This is an optimization exercise on Yosys and OpenROAD, whose aim is small area, not a production implementation. Only simulation tests tie the RTL to the original design; equivalence was not proved. No activity file was given, so power comes from the tool's default toggle rates. The clock port is modelled as an ideal driver; clocking choices that lean on that would not hold on a real chip.

==> flow/design.v <==
module tpu #(parameter N = 4, parameter K = 8) (
    input  logic s_clk,
    input  logic s_rst_n,
    input  logic s_update,
    input  logic s_in,
    output logic s_out
);
    reg [148:0] pc;
    always @(posedge s_clk)
        pc <= {s_in, pc[148:1]};
    reg [3:0] off;      
    reg [7:0] sc;
    reg       zf;       
    always @(posedge s_clk) begin
        if (!s_rst_n) begin
            off <= 4'd0;
            sc  <= 8'h01;
            zf  <= 1'b1;
        end else if (s_update) begin
            off <= off + 4'd1;
            sc  <= 8'h01;
        end else if (sc != 8'hd2) begin
            sc <= {sc[6:0], sc[7] ^ sc[5] ^ sc[4] ^ sc[3]};
            if (sc == 8'h69) begin
                off <= 4'd0;
                zf  <= 1'b0;
            end
        end
    end
    wire [2:0] opcode = pc[148:146];
    wire [2:0] regno  = pc[145:143];
    wire dec   = s_rst_n && s_update && (off == 4'd0) && (opcode <= 3'd4);
    wire chain0 = pc[4'd15 - off];
    reg       act;
    reg [2:0] op;
    reg [2:0] rsel;
    reg [6:0] cnt;
    wire is_rhm = (op == 3'd0);
    wire is_lw  = (op == 3'd1);
    wire is_ls  = (op == 3'd2);
    wire is_mm  = (op == 3'd3);
    reg [1:0] ph;
    reg       pnd;
    wire start = (dec && opcode == 3'd0) || (pnd && ph == 2'd3) ||
                 (s_rst_n && s_update && off == 4'd2 && op == 3'd4);
    wire adv = act;
    always @(posedge s_clk) begin
        ph  <= s_rst_n ? ph + 2'd1 : 2'd0;
        if (!s_rst_n || (pnd && ph == 2'd3))
            pnd <= 1'b0;
        else if (dec && opcode != 3'd0 && opcode != 3'd4)
            pnd <= 1'b1;
        if (dec) begin
            op   <= opcode;
            rsel <= regno;
        end
        cnt <= start ? 7'd0 : cnt + 7'd1;
        if (start)
            act <= 1'b1;
        else if (cnt == 7'd127)
            act <= 1'b0;
    end
    reg wz, sz, mmz;
    always @(posedge s_clk) begin
        if (!s_rst_n) begin
            wz <= 1'b1;
            sz <= 1'b1;
        end else if (dec) begin
            if (opcode == 3'd1) wz <= 1'b0;
            if (opcode == 3'd2) sz <= 1'b0;
        end
        if (dec) mmz <= wz | sz;
    end
    reg [127:0] rf [0:K-1];
    wire rout = rf[rsel][0];
    reg [15:0] wk [0:N-1];
    reg [3:0]  sl [0:15];                
    wire [3:0] sb;                       
    reg [5:0]  acc;
    wire [2:0] q = cnt[2:0];
    wire       slot = !q[2] && !mmz;     
    wire [5:0] psum = ({2'b0, sb[0] && slot ? wk[0][3:0] : 4'd0}
                     + {2'b0, sb[1] && slot ? wk[1][3:0] : 4'd0})
                    + ({2'b0, sb[2] && slot ? wk[2][3:0] : 4'd0}
                     + {2'b0, sb[3] && slot ? wk[3][3:0] : 4'd0});
    wire [6:0] msum = {1'b0, (q == 3'd0) ? 6'd0 : acc} + {1'b0, psum};
    wire       mbit = msum[0];
    always @(posedge s_clk)
        acc <= msum[6:1];
    wire wd = is_mm ? mbit : is_rhm ? pc[14] : rout;
    genvar r, k;
    generate
        for (r = 0; r < K; r = r + 1) begin : g_rf
            always @(posedge s_clk)
                if (adv && rsel == r)
                    rf[r] <= {wd, rf[r][127:1]};
        end
        for (k = 0; k < N; k = k + 1) begin : g_ws
            wire wen = adv && ((is_lw && !cnt[2] && cnt[4:3] == k) ||
                               (is_mm && cnt[4:2] == 3'b111));
            always @(posedge s_clk)
                if (wen) wk[k] <= {is_mm ? wk[k][0] : rout, wk[k][15:1]};
            assign sb[k] = sl[4*k + cnt[4:3]][0];
        end
        wire sload = adv && is_ls && !cnt[2];
        for (k = 0; k < 16; k = k + 1) begin : g_sl
            wire sin = (k == 15) ? rout : sl[(k + 1) % 16][0];
            always @(posedge s_clk)
                sl[k] <= {sload ? sin : sl[k][0], sl[k][3:1]};
        end
    endgenerate
    reg von;
    always @(posedge s_clk)
        if (!s_rst_n) von <= 1'b0;
        else if (dec) von <= (opcode == 3'd4);
    wire ovr = von && act;
    assign s_out = !zf && (ovr ? rout : chain0);
endmodule
Settings: LEC_CHECK=0, CAP_MARGIN=20, CORE_MARGIN=2, CORE_UTILIZATION=40, PLACE_DENSITY=0.6, SLEW_MARGIN=20; clock period 6.0 ns.
standard.sh (not shown) runs the stock make flow with config.mk's settings and CLKGATE_MAP_FILE= SYNTH_SCRIPT=/design/flow/synth_recipe.tcl, a recipe that flattens the netlist after the stock synthesis.
==> flow/flow/run.sh <==
#!/bin/bash
# The standard layout, with the clock tree built without dummy loads.
set -euo pipefail
bash standard.sh finish \
  "CTS_ARGS=-sink_clustering_enable -repair_clock_nets -dont_use_dummy_load -sink_clustering_size 32 -sink_clustering_max_diameter 80 -buf_list sky130_fd_sc_hd__clkbuf_16 -root_buf sky130_fd_sc_hd__clkbuf_8 -tree_buf sky130_fd_sc_hd__clkbuf_8" \
  > make_finish.log 2>&1
==> next run, changes <==
--- a/flow/design.v
+++ b/flow/design.v
@@ -40,15 +40,8 @@
     wire is_ls  = (op == 3'd2);
     wire is_mm  = (op == 3'd3);
-    reg [1:0] ph;
-    reg       pnd;
-    wire start = (dec && opcode == 3'd0) || (pnd && ph == 2'd3) ||
+    wire start = (dec && opcode != 3'd4) ||
                  (s_rst_n && s_update && off == 4'd2 && op == 3'd4);
     wire adv = act;
     always @(posedge s_clk) begin
-        ph  <= s_rst_n ? ph + 2'd1 : 2'd0;
-        if (!s_rst_n || (pnd && ph == 2'd3))
-            pnd <= 1'b0;
-        else if (dec && opcode != 3'd0 && opcode != 3'd4)
-            pnd <= 1'b1;
         if (dec) begin
             op   <= opcode;
@@ -75,13 +68,12 @@
     wire rout = rf[rsel][0];
     reg [15:0] wk [0:N-1];
-    reg [3:0]  sl [0:15];                
-    wire [3:0] sb;                       
+    reg [15:0] sk [0:N-1];
     reg [5:0]  acc;
     wire [2:0] q = cnt[2:0];
     wire       slot = !q[2] && !mmz;     
-    wire [5:0] psum = ({2'b0, sb[0] && slot ? wk[0][3:0] : 4'd0}
-                     + {2'b0, sb[1] && slot ? wk[1][3:0] : 4'd0})
-                    + ({2'b0, sb[2] && slot ? wk[2][3:0] : 4'd0}
-                     + {2'b0, sb[3] && slot ? wk[3][3:0] : 4'd0});
+    wire [5:0] psum = ({2'b0, sk[0][0] && slot ? wk[0][3:0] : 4'd0}
+                     + {2'b0, sk[1][0] && slot ? wk[1][3:0] : 4'd0})
+                    + ({2'b0, sk[2][0] && slot ? wk[2][3:0] : 4'd0}
+                     + {2'b0, sk[3][0] && slot ? wk[3][3:0] : 4'd0});
     wire [6:0] msum = {1'b0, (q == 3'd0) ? 6'd0 : acc} + {1'b0, psum};
     wire       mbit = msum[0];
@@ -99,13 +91,10 @@
             wire wen = adv && ((is_lw && !cnt[2] && cnt[4:3] == k) ||
                                (is_mm && cnt[4:2] == 3'b111));
-            always @(posedge s_clk)
+            wire sen = adv && ((is_ls && !cnt[2] && cnt[6:5] == k) ||
+                               (is_mm && !cnt[2]));
+            always @(posedge s_clk) begin
                 if (wen) wk[k] <= {is_mm ? wk[k][0] : rout, wk[k][15:1]};
-            assign sb[k] = sl[4*k + cnt[4:3]][0];
-        end
-        wire sload = adv && is_ls && !cnt[2];
-        for (k = 0; k < 16; k = k + 1) begin : g_sl
-            wire sin = (k == 15) ? rout : sl[(k + 1) % 16][0];
-            always @(posedge s_clk)
-                sl[k] <= {sload ? sin : sl[k][0], sl[k][3:1]};
+                if (sen) sk[k] <= {is_mm ? sk[k][0] : rout, sk[k][15:1]};
+            end
         end
     endgenerate
The new run finished clean.
Die area rises by 0.98%.
Cell area rose by 1.1%.
Final cell count grows by 0.48%.
Core utilization is lower by 0.11 points.
Total power climbs by 1.1%.
Area after synthesis came out higher by 1.0%.

[re-timing with driven ports]
In the flow no input, the clock included, has a driving cell. The finished layouts below were timed again as built, in two steps.
Step 1: set_driving_cell puts a clkbuf_16 on s_clk and a buf_2 on each other input, an assumption about the parent block.
Step 2 also shifts input and output timing later by t, the mid clock arrival at the registers, as if the neighbouring blocks saw the same clock.
Three values: no drivers, after step 1, after step 2; two values: the first two.
run | shift t [ns] | slack for setup (ns) | worst setup path after step 2 | worst slew at a driven data input, ns
the first run | 0.782 | 1.307 / 1.307 / 1.307 | register to register | 0.05
the second run | 0.781 | 1.743 / 1.684 / 1.743 | register to register | 0.03
After both steps every run listed still meets setup and hold.
